From an optimization exercise on the open Yosys and OpenROAD flow, aimed at small area, a short achievable clock period and few clock cycles; shortcuts taken in it are not production practice. In this exercise RTL edits were held to simulation tests only and were not proved equivalent to the original. Power is estimated from default activity; no workload was simulated.

== run A ==
Design JAM, start of the top module:
module JAM (
	input				CLK,
	input				RST,
	output	reg	[2:0]	W,
	output	reg	[2:0]	J,
	input		[6:0]	Cost,
	output	reg	[3:0]	MatchCount,
	output	reg	[9:0]	MinCost,
	output	reg			Valid
);
localparam	S_A		= 4'd0;		 
localparam	S_SEL	= 4'd2;		 
localparam	S_C		= 4'd3;		 
localparam	S_D		= 4'd4;		 
localparam	S_AUG	= 4'd5;		 
localparam	S_B1	= 4'd7;		 
localparam	S_B2	= 4'd8;		 
localparam	S_CNT	= 4'd9;		 
localparam	S_DONE	= 4'd10;
localparam	S_UW	= 4'd6;		 
localparam	O_NONE	= 3'd0;
localparam	O_A		= 3'd1;
localparam	O_D		= 3'd3;
localparam	O_B1	= 3'd4;
localparam	O_B2	= 3'd5;
reg [3:0]	state;
reg [6:0]	nv   [0:7];		 
reg [7:0]	dst  [0:7];		 
reg [2:0]	pred [0:7];		 
reg [2:0]	p    [0:7];		 
reg [7:0]	mcol;			 
reg [7:0]	sc;				 
reg [8:0]	delta;			 
reg [7:0]	ur;				 
reg [7:0]	bv;				 
reg [2:0]	bj;				 
reg [2:0]	jc;				 
reg [2:0]	I;				 
reg			first;
reg [2:0]	op2;
reg [6:0]	c2;				 
reg [2:0]	j2;				 
reg [2:0]	w2;				 
reg			f2;				 
reg [8:0]	q2;				 
wire [6:0]	nvp = q2[6:0];
reg [7:0]	dstp;			 
reg [2:0]	predp;			 
function [3:0] next_free;
	input [7:0] b;
	input [3:0] a;
	integer k;
	begin
		next_free = 4'd8;
		for (k = 7; k >= 0; k = k - 1)
			if (!b[k] && (a[3] || k > a)) next_free = k;
  ...
Size in the first run: about 2600 cells after synthesis, about 290 flip-flops, ~20000 um2 of cells after synthesis.
Settings: LEC_CHECK=0, ABC_AREA=1, CAP_MARGIN=20, CORE_MARGIN=2, CORE_UTILIZATION=55, SETUP_SLACK_MARGIN=5, SLEW_MARGIN=20; clock period 10.0 ns.
run.sh (not shown) runs the stock make flow with config.mk's settings and CLKGATE_MAP_FILE= SYNTH_SCRIPT=/design/flow/synth_recipe.tcl, a recipe that flattens the netlist after the stock synthesis.
Testbench counts of run A, summed over its fixed seeds: cycles 11,742.
What run B does differently from run A at the input level:
==> flow/flow/run.sh (new file) <==
#!/bin/bash
set -euo pipefail
sed 's/SETUP_SLACK_MARGIN=[0-9.]*/SETUP_SLACK_MARGIN=6/' standard.sh > standard_margin.sh
grep -q 'SETUP_SLACK_MARGIN=6' standard_margin.sh
bash standard_margin.sh > flow_make.log 2>&1
==> flow/standard.sh (new file) <==
#!/bin/bash
# synth_recipe.tcl (not shown) runs the flow's synth.tcl, then flattens the netlist and writes it again
# the make line also repeats each setting of config.mk as NAME=value (left out here)
make -C /OpenROAD-flow-scripts/flow DESIGN_CONFIG=/design/flow/config.mk WORK_HOME=/design/flow/orfs CLKGATE_MAP_FILE= SYNTH_SCRIPT=/design/flow/synth_recipe.tcl "${@:-finish}"
-- flow/config.mk --
<<< run A, line 9
export CAP_MARGIN = 20
export CORE_MARGIN = 2
export CORE_UTILIZATION = 55
export SETUP_SLACK_MARGIN = 5
export SLEW_MARGIN = 20
>>> run B, line 9
export CAP_MARGIN = 20
export CORE_MARGIN = 2
export CORE_UTILIZATION = 40
export CTS_BUF_LIST = sky130_fd_sc_hd__clkbuf_4 sky130_fd_sc_hd__clkbuf_8
export CTS_CLUSTER_SIZE = 30
export SETUP_SLACK_MARGIN = 5
export SLEW_MARGIN = 20
removed: flow/run.sh
[summary]
Comparing run A and run B, the lower area of all placed cells without fillers is on run A.
Clock skew in run B is 0.033 ns above run A.
Summary of run B over run A: die boundary height saw an increase; adder and majority cell fraction of the synthesized area barely changed; multi-input combinational cell count comparable.
STATUS overall power after layout: run B loses against run A
Run B gives more area occupied by multi-input gates than run A did.
diff inputs: run B => run C
==> flow/run.sh (new file) <==
#!/bin/bash
# synth_recipe.tcl (not shown) runs the flow's synth.tcl, then flattens the netlist and writes it again
# the make line also repeats each setting of config.mk as NAME=value (left out here)
make -C /OpenROAD-flow-scripts/flow DESIGN_CONFIG=/design/flow/config.mk WORK_HOME=/design/flow/orfs CLKGATE_MAP_FILE= SYNTH_SCRIPT=/design/flow/synth_recipe.tcl finish
-- flow/config.mk --
<<< run B, line 10
export CORE_MARGIN = 2
export CORE_UTILIZATION = 40
export CTS_BUF_LIST = sky130_fd_sc_hd__clkbuf_4 sky130_fd_sc_hd__clkbuf_8
export CTS_CLUSTER_SIZE = 30
export SETUP_SLACK_MARGIN = 5
export SLEW_MARGIN = 20
>>> run C, line 10
export CORE_MARGIN = 2
export CORE_UTILIZATION = 40
export SETUP_SLACK_MARGIN = 5
export SLEW_MARGIN = 20
removed: flow/flow/run.sh
removed: flow/standard.sh
Results
Run C vs run B — area growth from synthesis to layout dropped 12 points. For the cell area, run C came in 9.5% lower than run B did. Compared run C vs run B, and combined global-route utilization of all metal layers is down in run C.
--- input diff run C..run D ---
==> flow/flow/run.sh (new file) <==
#!/bin/bash
set -euo pipefail
sed 's/SETUP_SLACK_MARGIN=[0-9.]*/SETUP_SLACK_MARGIN=6/' standard.sh > standard_margin.sh
grep -q 'SETUP_SLACK_MARGIN=6' standard_margin.sh
bash standard_margin.sh > flow_make.log 2>&1
==> flow/standard.sh (new file) <==
#!/bin/bash
# synth_recipe.tcl (not shown) runs the flow's synth.tcl, then flattens the netlist and writes it again
# the make line also repeats each setting of config.mk as NAME=value (left out here)
make -C /OpenROAD-flow-scripts/flow DESIGN_CONFIG=/design/flow/config.mk WORK_HOME=/design/flow/orfs CLKGATE_MAP_FILE= SYNTH_SCRIPT=/design/flow/synth_recipe.tcl "${@:-finish}"
removed: flow/run.sh
## What came out
- Against run C, run D reports a portion of the layout cell area used by non-clock buffers that is higher.
- Against run C as the reference, run D delivers a lower time the final worst path needs with I/O delays and setup.
- Higher final cell utilization of the core was reported by run D, not run C.
- Run D vs. run C: met3 routing resource usage after global routing now sits at about the same level; first-iteration DRC count went up; total wirelength of the detailed-routed design now sits higher; power consumption higher.
- Internal power consumption sits higher in run D than in run C.
Modified inputs, run E compared to run D
==> flow/flow/run.sh <==
#!/bin/bash
set -euo pipefail
sed 's/SETUP_SLACK_MARGIN=[0-9.]*/SETUP_SLACK_MARGIN=7/' standard.sh > standard_margin.sh
grep -q 'SETUP_SLACK_MARGIN=7' standard_margin.sh
bash standard_margin.sh > flow_make.log 2>&1
Run E ends up with a clock buffer and inverter area fraction after layout that is 0.76 points lower than in run D. When run E is measured against run D, its share of the cycle needed by the critical path after routing turns out 0.17 points higher. Run E finished all stages; the layout is clean. Minimum clock period: run E vs run D up 0.017 ns.

==> static timing again, ports no longer ideal <==
How much do the figures lean on ideal ports? The routed layouts below were timed once more, with nothing changed but the port constraints. Step 1: set_driving_cell puts a clkbuf_16 on CLK and a buf_2 on each other input, an assumption about the parent block. Step 2, shift: input delay + t, output delay - t, t = (earliest + latest rising clock arrival at the registers) / 2. This alone moves slack from input paths to output paths. Three values: ideal, step 1, step 2; two values: the first two.
run	t (ns)	setup slack, ns	pins driven straight from the clock port
run A	0.621	5.106 / 5.137 / 4.516	1
run B	0.715	5.992 / 5.992 / 5.316	1
run C	0.637	5.258 / 5.258 / 4.969	1
run D	0.621	6.037 / 6.055 / 5.449	1
run E	0.621	6.020 / 6.020 / 5.810	1
After both steps setup and hold are still met in every run listed. For run B, which loses most, drivers alone change the setup slack by 0.000 ns; drivers and shift together by -0.676 ns.
